This is an optimization exercise on Yosys and OpenROAD, whose aim is small area, a short achievable clock period and few clock cycles per item, not a production implementation. At most, simulation tests tie the RTL to the original design; equivalence was not proved. Power is estimated from default activity; no workload was simulated.

job 6002:
## Microprocessor
module Microprocessor(
    input [7:0] Instruction,
    input CLK_IN,
    input RST,
	input [3:0] SEL_REG,
    output [7:0] Read_Address,	 
    output [6:0] SEG1,   
	output [6:0] SEG2,	 
	output [6:0] SEG3,   
	output [6:0] SEG4,	 
	output [6:0] SEG5,   
	output [6:0] SEG6	 
    );
	wire [1:0] op = Instruction[7:6];
	wire [1:0] rs = Instruction[5:4];
	wire [1:0] rt = Instruction[3:2];
	wire [1:0] rd = Instruction[1:0];
	wire [7:0] Imm;
	wire [7:0] Read_Data1, Read_Data2;
	wire [7:0] Reg0, Reg1, Reg2, Reg3;
	wire [7:0] Reg_Write_Data_Save;
	wire [3:0] Reg_Data_Select;
	assign Imm = {{6{Instruction[1]}}, Instruction[1:0]};
	function [6:0] seg7(input [3:0] h);
		begin
		seg7[0] = ~((~h[3] & ~h[2] & ~h[1] & h[0]) | (~h[3] & h[2] & ~h[1] & ~h[0]) | (h[3] & ~h[2] & h[1] & h[0]) | (h[3] & h[2] & ~h[1] & h[0]));
		seg7[1] = ~((~h[3] & h[2] & ~h[1] & h[0]) | (h[3] & h[2] & ~h[0]) | (h[3] & h[1] & h[0]) | (h[2] & h[1] & ~h[0]));
		seg7[2] = ~((~h[3] & ~h[2] & h[1] & ~h[0]) | (h[3] & h[2] & h[1]) | (h[3] & h[2] & ~h[0]));
		seg7[3] = ~((~h[3] & ~h[2] & ~h[1] & h[0]) | (~h[3] & h[2] & ~h[1] & ~h[0]) | (h[3] & ~h[2] & h[1] & ~h[0]) | (h[2] & h[1] & h[0]));
		seg7[4] = ~((~h[3] & h[2] & ~h[1]) | (~h[3] & h[0]) | (~h[2] & ~h[1] & h[0]));
		seg7[5] = ~((~h[3] & ~h[2] & h[1]) | (~h[3] & ~h[2] & h[0]) | (~h[3] & h[1] & h[0]) | (h[3] & h[2] & ~h[1] & h[0]));
		seg7[6] = ~((~h[3] & ~h[2] & ~h[1]) | (~h[3] & h[2] & h[1] & h[0]) | (h[3] & h[2] & ~h[1] & ~h[0]));
		end
	endfunction
	wire is_load  = (op == 2'b01);
	wire is_store = (op == 2'b10);
	wire is_jump  = (op == 2'b11);
	wire [7:0] Sum  = Read_Data1 + Read_Data2;	 
	wire [7:0] Addr = Read_Data1 + Imm;		 
	wire [3:0] rs1 = 4'b0001 << rs;
	wire [3:0] rt1 = 4'b0001 << rt;
	wire [3:0] rd1 = 4'b0001 << rd;
	wire [3:0] im1 = 4'b0001 << Instruction[1:0];
	PC P1(.CLK(CLK_IN), .RST(RST), .Jump(is_jump), .Imm(Imm), .PCout(Read_Address));
	Reg_Data_Select_Converter RDSC1(.IN(SEL_REG), .OUT(Reg_Data_Select));
	wire [1:0] Low0, Low1, Low2, Low3;
	wire [3:0] Low;
  ...
For scale: roughly 300 flip-flops, roughly 64 I/O pins, about 0.016 sq mm of cells after synthesis.
Settings: LEC_CHECK=0, CAP_MARGIN=20, CORE_MARGIN=2, CORE_UTILIZATION=40, CTS_BUF_LIST=sky130_fd_sc_hd__clkbuf_8, CTS_CLUSTER_DIAMETER=50, CTS_CLUSTER_SIZE=18, SETUP_SLACK_MARGIN=2.2, SLEW_MARGIN=20; clock period 6.0 ns.
standard.sh (not shown) runs the stock make flow with config.mk's settings and CLKGATE_MAP_FILE= SYNTH_SCRIPT=/design/flow/synth_recipe.tcl, a recipe that flattens the netlist after the stock synthesis.
==> flow/flow/run.sh <==
#!/bin/bash
# The standard layout (the standard.sh: unchanged synthesis, floorplan,
# placement, CTS, routing), with the port buffers that buffer_ports inserts
# made plain buffers instead of the default delay-cell buffers.
set -euo pipefail
export BUFFER_PORTS_ARGS="-buffer_cell sky130_fd_sc_hd__buf_2"
bash standard.sh > standard.log 2>&1
Job 6002 | stages: all done | timing, DRC, antenna: all pass
Inputs modified between job 6002 and job 9435:
diff --git a/flow/config.mk b/flow/config.mk
--- a/flow/config.mk
+++ b/flow/config.mk
@@ -13,3 +13,4 @@
 export CTS_CLUSTER_SIZE = 18
-export SETUP_SLACK_MARGIN = 2.2
+export SETUP_SLACK_MARGIN = 2.5
 export SLEW_MARGIN = 20
+export SYNTH_HIERARCHICAL = 1
### Flow results
- Job 6002 completed end to end with timing, DRC and antenna clean.
- Job 9435 went all the way through the flow, and no timing, DRC or antenna check failed.
- The summed area of non-filler cells in the final layout in job 9435 sits 18% above the value recorded for job 6002.
- In the metrics for job 6002 and job 9435, the one carrying the higher worst stage delay on the critical path is job 6002.
- Compared with job 6002, job 9435 shows combinational power higher by about 10%.
- The core utilization of the finished layout in job 9435 sits 3.9 points above the value recorded for job 6002.
- The first-iteration DRC count in job 9435 sits 4.3% below the value recorded for job 6002.
- Setup slack: job 9435 more than job 6002
- Of job 6002 and job 9435, the run reporting the higher share of post-route cells with drive strength above 1 was job 9435.
- Looking at start point of the critical path, the SEL_REG[0] result is from job 9435; the Instruction[5] one comes from job 6002.
### job 9435 -> job 2583
diff --git a/flow/config.mk b/flow/config.mk
--- a/flow/config.mk
+++ b/flow/config.mk
@@ -13,3 +13,3 @@
 export CTS_CLUSTER_SIZE = 18
-export SETUP_SLACK_MARGIN = 2.5
+export SETUP_SLACK_MARGIN = 2.2
 export SLEW_MARGIN = 20
[summary]
- From job 9435 to job 2583 the numbers moved as follows: cell area after layout shows a reduction of about 9%; number of filler instances in the final layout grew by 264; final worst slack saw a decrease.
- Looking at kind of critical path, the in -> reg result is from job 2583; the in -> out one comes from job 9435.
Here is what was changed in the inputs of job 8212 compared with job 2583.
diff --git a/flow/config.mk b/flow/config.mk
--- a/flow/config.mk
+++ b/flow/config.mk
@@ -13,4 +13,3 @@
 export CTS_CLUSTER_SIZE = 18
-export SETUP_SLACK_MARGIN = 2.2
+export SETUP_SLACK_MARGIN = 2.8
 export SLEW_MARGIN = 20
-export SYNTH_HIERARCHICAL = 1
## What came out
Job 2583 was smaller in final cell area than job 8212. Reported for job 8212 and job 2583, count of antenna-violating nets left after detailed routing turned out identical to the last digit. Delta (job 8212 minus job 2583): total die area down 8.8%; met1 track demand over resource up 1.7 points; total length of routed met3 wires up about 2.3%; total power per unit cell area down 3.7 mW/mm^2; cell count down about 3.7%. Job 8212 — total power 5.0% higher, job 2583 as reference.
No functional check of the RTL was part of any run of this note.

---

## old
Starting RTL as in the previous note.
Design Microprocessor, start of the top module:
module Microprocessor(
    input [7:0] Instruction,
    input CLK_IN,
    input RST,
	input [3:0] SEL_REG,
    output [7:0] Read_Address,	 
    output [6:0] SEG1,   
	output [6:0] SEG2,	 
	output [6:0] SEG3,   
	output [6:0] SEG4,	 
	output [6:0] SEG5,   
	output [6:0] SEG6	 
    );
clock: 6.0 ns
lec_check: 0
cap_margin: 20
core_margin: 2
core_utilization: 40
cts_buf_list: sky130_fd_sc_hd__clkbuf_8
cts_cluster_diameter: 50
cts_cluster_size: 18
setup_slack_margin: 2.5
slew_margin: 20
Scripts as last shown in full above: flow/flow/run.sh
Changes in new relative to old:
# old
export LEC_CHECK = 0
export CAP_MARGIN = 20
export CORE_MARGIN = 2
export CORE_UTILIZATION = 40
export CTS_BUF_LIST = sky130_fd_sc_hd__clkbuf_8
export CTS_CLUSTER_DIAMETER = 50
export CTS_CLUSTER_SIZE = 18
export SETUP_SLACK_MARGIN = 2.5
export SLEW_MARGIN = 20
create_clock -name core_clock -period 6.0 [get_ports {CLK_IN}]
# new
export LEC_CHECK = 0
export CAP_MARGIN = 20
export CORE_MARGIN = 2
export CORE_UTILIZATION = 40
export CTS_BUF_LIST = sky130_fd_sc_hd__clkbuf_8
export CTS_CLUSTER_DIAMETER = 50
export CTS_CLUSTER_SIZE = 18
export SETUP_SLACK_MARGIN = 2.4
export SLEW_MARGIN = 20
create_clock -name core_clock -period 6.0 [get_ports {CLK_IN}]
==> flow/flow/run.sh <==
#!/bin/bash
# The standard layout (standard.sh), with the standard synthesis run
# unchanged first. The layout steps then run with:
#  - plain buffers (buf_2) on the ports instead of delay-cell buffers,
#  - timing repair allowed to change a cell's footprint (sky130hd's
#    config.mk restricts the floorplan and CTS repairs to same-footprint
#    swaps).
set -euo pipefail
bash standard.sh synth > synth.log 2>&1
bash standard.sh "BUFFER_PORTS_ARGS=-buffer_cell sky130_fd_sc_hd__buf_2" MATCH_CELL_FOOTPRINT=0 finish > layout.log 2>&1
[summary]
The final layout from new, which completed every stage, passed the timing, DRC and antenna checks at the end of the flow. Fmax in new is 4.9 MHz below old. Between old and new, the layout overhead on the synthesized area is lower for new. Sequential fraction of design power: higher on new. new vs. old: first-pass GRT wire length went down by 0.68%; power density normalized to cell area went up by about 0.7%; critical path depth went up by 1; portion of the layout cell area used by clock cells was more or less identical; setup skew after layout went down by 7.9 ps. Depth of the most critical reg-to-reg path in new is 1 higher than in old.
No functional check of the RTL was part of any run of this note.

---

Another version of the RTL of Microprocessor (not shown whole).
Size: roughly 1200 cells after synthesis, ~300 flip-flops, ~64 I/O pins.
export LEC_CHECK = 0
export CAP_MARGIN = 20
export CORE_MARGIN = 2
export CORE_UTILIZATION = 55
export CTS_BUF_LIST = sky130_fd_sc_hd__clkbuf_8
export PLACE_DENSITY = 0.75
export SETUP_SLACK_MARGIN = 2
export SLEW_MARGIN = 20
create_clock -name core_clock -period 6.0 [get_ports {CLK_IN}]
==> flow/flow/run.sh <==
#!/bin/bash
# The standard layout (the standard.sh: unchanged synthesis, floorplan,
# placement, CTS, routing), with the port buffers that buffer_ports inserts
# made plain buffers instead of the default delay-cell buffers.
set -euo pipefail
export BUFFER_PORTS_ARGS="-buffer_cell sky130_fd_sc_hd__buf_2"
bash standard.sh > standard.log 2>&1
Testbench counts at the start, summed over its fixed seeds: cycles 6,109, instructions 6,109.
==> next run, changes <==
==> flow/flow/run.sh (replaced) <==
#!/bin/bash
# The standard layout (standard.sh), with the standard synthesis run
# unchanged first. The layout steps then run with:
#  - plain buffers (buf_2) on the ports instead of delay-cell buffers,
#  - timing repair allowed to change a cell's footprint (sky130hd's
#    config.mk restricts the floorplan and CTS repairs to same-footprint
#    swaps).
set -euo pipefail
bash standard.sh synth > synth.log 2>&1
bash standard.sh "BUFFER_PORTS_ARGS=-buffer_cell sky130_fd_sc_hd__buf_2" MATCH_CELL_FOOTPRINT=0 finish > layout.log 2>&1
--- a/flow/config.mk
+++ b/flow/config.mk
@@ -8,7 +8,5 @@
 export CAP_MARGIN = 20
 export CORE_MARGIN = 2
-export CORE_UTILIZATION = 55
-export CTS_BUF_LIST = sky130_fd_sc_hd__clkbuf_8
-export PLACE_DENSITY = 0.75
+export CORE_UTILIZATION = 40
 export SETUP_SLACK_MARGIN = 2
 export SLEW_MARGIN = 20
After rerunning: The new run completed without violations; die area went up by 37%; final area went up by 3.5%; hold slack improved by 16 ps.
==> next run, changes <==
==> flow/run.sh (new file) <==
#!/bin/bash
# synth_recipe.tcl (not shown) runs the flow's synth.tcl, then flattens the netlist and writes it again
# the make line also repeats each setting of config.mk as NAME=value (left out here)
make -C /OpenROAD-flow-scripts/flow DESIGN_CONFIG=/design/flow/config.mk WORK_HOME=/design/flow/orfs CLKGATE_MAP_FILE= SYNTH_SCRIPT=/design/flow/synth_recipe.tcl finish
--- a/flow/config.mk
+++ b/flow/config.mk
@@ -8,5 +8,5 @@
 export CAP_MARGIN = 20
 export CORE_MARGIN = 2
-export CORE_UTILIZATION = 40
+export CORE_UTILIZATION = 60
 export SETUP_SLACK_MARGIN = 2
 export SLEW_MARGIN = 20
removed: flow/flow/run.sh
removed: flow/standard.sh
Outcome:
- The new run went through all stages and came out clean
- power shrinks by 0.42%
- synthesized area is unchanged
- utilization grows by 24 points
- clock power shrinks by about 6%
- clock skew shrinks by 12 ps
==> next run, changes <==
--- a/flow/config.mk
+++ b/flow/config.mk
@@ -8,5 +8,5 @@
 export CAP_MARGIN = 20
 export CORE_MARGIN = 2
-export CORE_UTILIZATION = 60
-export SETUP_SLACK_MARGIN = 2
+export CORE_UTILIZATION = 40
+export SETUP_SLACK_MARGIN = 3
 export SLEW_MARGIN = 20
After rerunning: Routed wire length goes up by 10%; cell area rises by 14%; hold slack barely changes; non-clock buffer count is higher by 92; setup slack gets worse by 110 ps; synthesized cell count stays the same.

---

Microprocessor, a different RTL version from the one above (not shown whole).
Size: roughly 64 I/O pins.
==> flow/config.mk <==
export PLATFORM = sky130hd
export DESIGN_NAME = Microprocessor
export DESIGN_NICKNAME = Microprocessor
export VERILOG_FILES = /design/flow/design.v
export SDC_FILE = /design/flow/constraint.sdc
export NUM_CORES = 4
export LEC_CHECK = 0
export CAP_MARGIN = 20
export CORE_MARGIN = 2
export CORE_UTILIZATION = 40
export SETUP_SLACK_MARGIN = 2
export SLEW_MARGIN = 20
==> flow/constraint.sdc <==
create_clock -name core_clock -period 6.0 [get_ports {CLK_IN}]
set_input_delay 1.2000 -clock core_clock [delete_from_list [all_inputs] [get_ports {CLK_IN}]]
set_output_delay 1.2000 -clock core_clock [all_outputs]
set_load 0.01 [all_outputs]
==> flow/flow/run.sh <==
#!/bin/bash
# The standard layout (the standard.sh: unchanged synthesis, floorplan,
# placement, CTS, routing), with the port buffers that buffer_ports inserts
# made plain buffers instead of the default delay-cell buffers.
set -euo pipefail
export BUFFER_PORTS_ARGS="-buffer_cell sky130_fd_sc_hd__buf_2"
bash standard.sh > standard.log 2>&1
==> next run, changes <==
--- a/flow/config.mk
+++ b/flow/config.mk
@@ -12 +12,2 @@
 export SLEW_MARGIN = 20
+export SYNTH_HIERARCHICAL = 1
What happened: The new run went through all stages and came out clean; first-iteration DRC count came out lower by 40%; synthesized area rose by 4.8%; sequential power drops by about 2%; combinational power shrinks by 25%; hold slack improves by 0.068 ns.
No functional check of the RTL was part of any run of this note.

---

Setup of run a:
Microprocessor with an RTL version that a note above also has.
Size: about 1200 cells after synthesis, about 64 I/O pins, about 15000 um2 of cells after synthesis.
Settings: LEC_CHECK=0, CAP_MARGIN=20, CORE_MARGIN=2, CORE_UTILIZATION=40, CTS_BUF_LIST=sky130_fd_sc_hd__clkbuf_8, CTS_CLUSTER_DIAMETER=50, CTS_CLUSTER_SIZE=18, SETUP_SLACK_MARGIN=2, SLEW_MARGIN=20; clock period 6.0 ns.
Scripts as last shown in full above: flow/flow/run.sh
Run a has completed all stages; timing, DRC and antenna checks passed.
Testbench counts of run a, summed over its fixed seeds: cycles 6,109, instructions 6,109.
Input-level comparison between run b and run a:
# run a
export LEC_CHECK = 0
export CAP_MARGIN = 20
export CORE_MARGIN = 2
export CORE_UTILIZATION = 40
export CTS_BUF_LIST = sky130_fd_sc_hd__clkbuf_8
export CTS_CLUSTER_DIAMETER = 50
export CTS_CLUSTER_SIZE = 18
export SETUP_SLACK_MARGIN = 2
export SLEW_MARGIN = 20
create_clock -name core_clock -period 6.0 [get_ports {CLK_IN}]
# run b
export LEC_CHECK = 0
export CAP_MARGIN = 20
export CORE_MARGIN = 2
export CORE_UTILIZATION = 40
export CTS_BUF_LIST = sky130_fd_sc_hd__clkbuf_8
export SETUP_SLACK_MARGIN = 2.3
export SLEW_MARGIN = 20
create_clock -name core_clock -period 6.0 [get_ports {CLK_IN}]
[summary]
Run a -> run b: cell area increased by a little under 10%. Diff run a..run b | die area | unchanged. Re half-perimeter wire length after detailed placement: run a was lower than run b. [diff] via count, run b relative to run a: regression. From run a to run b the numbers moved as follows: number of global-route vias before repair now sits higher, relative contribution of combinational cells to total power up 1.7 points, number of levels the H-tree was split into higher. Critical-path cell with the highest stage delay: sky130_fd_sc_hd__o41a_1 -> run b, sky130_fd_sc_hd__o41ai_4 -> run a.

---

run 1:
Microprocessor again, from the RTL that the note above started with.
clock: 6.0 ns
lec_check: 0
cap_margin: 20
core_margin: 2
core_utilization: 40
cts_buf_list: sky130_fd_sc_hd__clkbuf_8
setup_slack_margin: 1.8
slew_margin: 20
Scripts as last shown in full above: flow/flow/run.sh
Run 1 finished every stage and its layout cleared the timing, DRC and antenna checks.
Testbench counts of run 1, summed over its fixed seeds: cycles 6,109, instructions 6,109.
Input changes introduced in run 2 (baseline for comparison: run 1):
Settings: changing CTS_BUF_LIST from sky130_fd_sc_hd__clkbuf_8 to sky130_fd_sc_hd__clkbuf_4 sky130_fd_sc_hd__clkbuf_8; changing SETUP_SLACK_MARGIN from 1.8 to 2.
First-pass GRT wire length of run 2 falls short of that of run 1 slightly. Cmp run 2 and run 1 / area occupied by multi-input gates / lower: run 1. In the metrics for run 2 and run 1, the one carrying the higher fmax is run 2. Compared with run 1, run 2 shows finished layout cell area higher by about 3.5%. Number of clock buffers in the layout sits higher in run 2 than in run 1.
Edits applied to the flow inputs when going from run 2 to run 3:
Settings: clearing CTS_BUF_LIST, which used to be sky130_fd_sc_hd__clkbuf_4 sky130_fd_sc_hd__clkbuf_8.
==> flow/run.sh (new file) <==
#!/bin/bash
# synth_recipe.tcl (not shown) runs the flow's synth.tcl, then flattens the netlist and writes it again
# the make line also repeats each setting of config.mk as NAME=value (left out here)
make -C /OpenROAD-flow-scripts/flow DESIGN_CONFIG=/design/flow/config.mk WORK_HOME=/design/flow/orfs CLKGATE_MAP_FILE= SYNTH_SCRIPT=/design/flow/synth_recipe.tcl finish
removed: flow/flow/run.sh
removed: flow/standard.sh
==> run summary <==
Across run 2 and run 3, none had a timing, DRC or antenna violation. Top layer used by detailed routing: met4 -> run 2, met5 -> run 3. Number of sequential storage elements: run 3 vs run 2 — no meaningful difference. Run 2 and run 3 ended up with nearly the same final layout net count. The first element of the critical path comes out SEL_REG[1] in one run and SEL_REG[0] in the other, namely in run 2 and run 3 respectively. Share of total power in combinational logic, run 2 and run 3, lower one = run 2. Run 2 → run 3: fraction of the core area covered by cells at the end of the flow picked up an extra 1.9 points, leakage power of the design picked up an extra 0.00017 uW, average wire per standard cell picked up an extra 0.92%.
Edits applied to the flow inputs when going from run 3 to run 4:
==> flow/flow/run.sh (new file) <==
#!/bin/bash
# The standard layout (the standard.sh: unchanged synthesis, floorplan,
# placement, CTS, routing), with the port buffers that buffer_ports inserts
# made plain buffers instead of the default delay-cell buffers.
set -euo pipefail
export BUFFER_PORTS_ARGS="-buffer_cell sky130_fd_sc_hd__buf_2"
bash standard.sh > standard.log 2>&1
==> flow/standard.sh (new file) <==
#!/bin/bash
# synth_recipe.tcl (not shown) runs the flow's synth.tcl, then flattens the netlist and writes it again
# the make line also repeats each setting of config.mk as NAME=value (left out here)
make -C /OpenROAD-flow-scripts/flow DESIGN_CONFIG=/design/flow/config.mk WORK_HOME=/design/flow/orfs CLKGATE_MAP_FILE= SYNTH_SCRIPT=/design/flow/synth_recipe.tcl "${@:-finish}"
removed: flow/run.sh
## What came out
Per the comparison of run 4 with run 3, met2 layer usage reported by global route decreased 0.95 points; post-layout worst setup margin went up by 0.012 ns.
The run showing the greater sequential share of layout area is run 4.
| overall routed net length | run 4 vs run 3 | ≈ equal |
Diff run 3 -> run 4: layout clock buffer count shrank by about 12%; depth of the most critical reg-to-reg path lost 3; net total in the final layout went down; number of cells on the critical path went down by 2.
Maximum frequency: run 3 vs run 4 — no meaningful difference
Setup changes, run 4 to run 5
Settings: putting CTS_BUF_LIST at sky130_fd_sc_hd__clkbuf_8 where nothing was set.
[summary]
The number of buffers created by CTS reported for run 5 is greater than that of run 4 by about 44%.
Clock-buffer cell count grows by more than a quarter when moving from run 4 to run 5.
Growth of design area from synthesis to finish: run 5 < run 4
Area fraction of clock buffers and clock inverters (lower): run 5
Run 5 finished every stage and its layout cleared the timing, DRC and antenna checks.
Run 5 -> run 4: aggregate global routing overflow delta 0, exact match
The power after layout in run 4 is 1.09 times that in run 5.

-- static timing again, ports no longer ideal --
In the flow no input, the clock included, has a driving cell. The finished layouts below were timed again as built, in two steps.
Step 1 sets driving cells, clkbuf_16 on the clock port and buf_2 on the other inputs (assumed; they add their load-dependent delay and slew).
Step 2 times the ports against the registers' clock, not the clock port: input delays grow and output delays shrink by t, the midpoint of the rising clock arrivals with the driver on.
Three values: ideal, step 1, step 2; two values: the first two.
| run | shift t [ns] | setup WS [ns] | cell pins on the clock port's net |
|---|---|---|---|
| job 6002 | 0.627 | 2.244 / 2.237 / 1.609 | 1 |
| job 9435 | 0.641 | 2.393 / 2.320 / 1.853 | 1 |
| job 2583 | 0.662 | 2.219 / 2.244 / 1.583 | 1 |
| job 8212 | 0.637 | 2.413 / 2.358 / 1.721 | 1 |
| old | 0.640 | 2.430 / 2.377 / 1.737 | 1 |
| new | 0.619 | 2.366 / 2.305 / 1.687 | 1 |
| the first run of note 3 | 0.615 | 1.790 / 1.732 / 1.338 | 1 |
| the second run of note 3 | 0.571 | 1.940 / 1.878 / 1.377 | 1 |
| the third run of note 3 | 0.609 | 1.938 / 1.870 / 1.388 | 1 |
| the fourth run of note 3 | 0.643 | 1.832 / 1.786 / 1.461 | 1 |
| the first run of note 4 | 0.631 | 2.031 / 2.029 / 1.399 | 1 |
| the second run of note 4 | 0.639 | 1.791 / 1.756 / 1.117 | 1 |
| run a | 0.685 | 1.973 / 1.929 / 1.325 | 1 |
| run b | 0.643 | 1.978 / 1.917 / 1.452 | 1 |
| run 1 | 0.639 | 1.839 / 1.856 / 1.217 | 1 |
| run 2 | 0.648 | 1.920 / 1.864 / 1.372 | 1 |
| run 3 | 0.582 | 1.964 / 1.931 / 1.444 | 1 |
| run 4 | 0.573 | 1.976 / 1.911 / 1.460 | 1 |
| run 5 | 0.652 | 1.972 / 1.912 / 1.394 | 1 |
After both steps setup and hold are still met in every run listed. For old, which loses most, drivers alone change the setup slack by -0.053 ns; drivers and shift together by -0.693 ns.
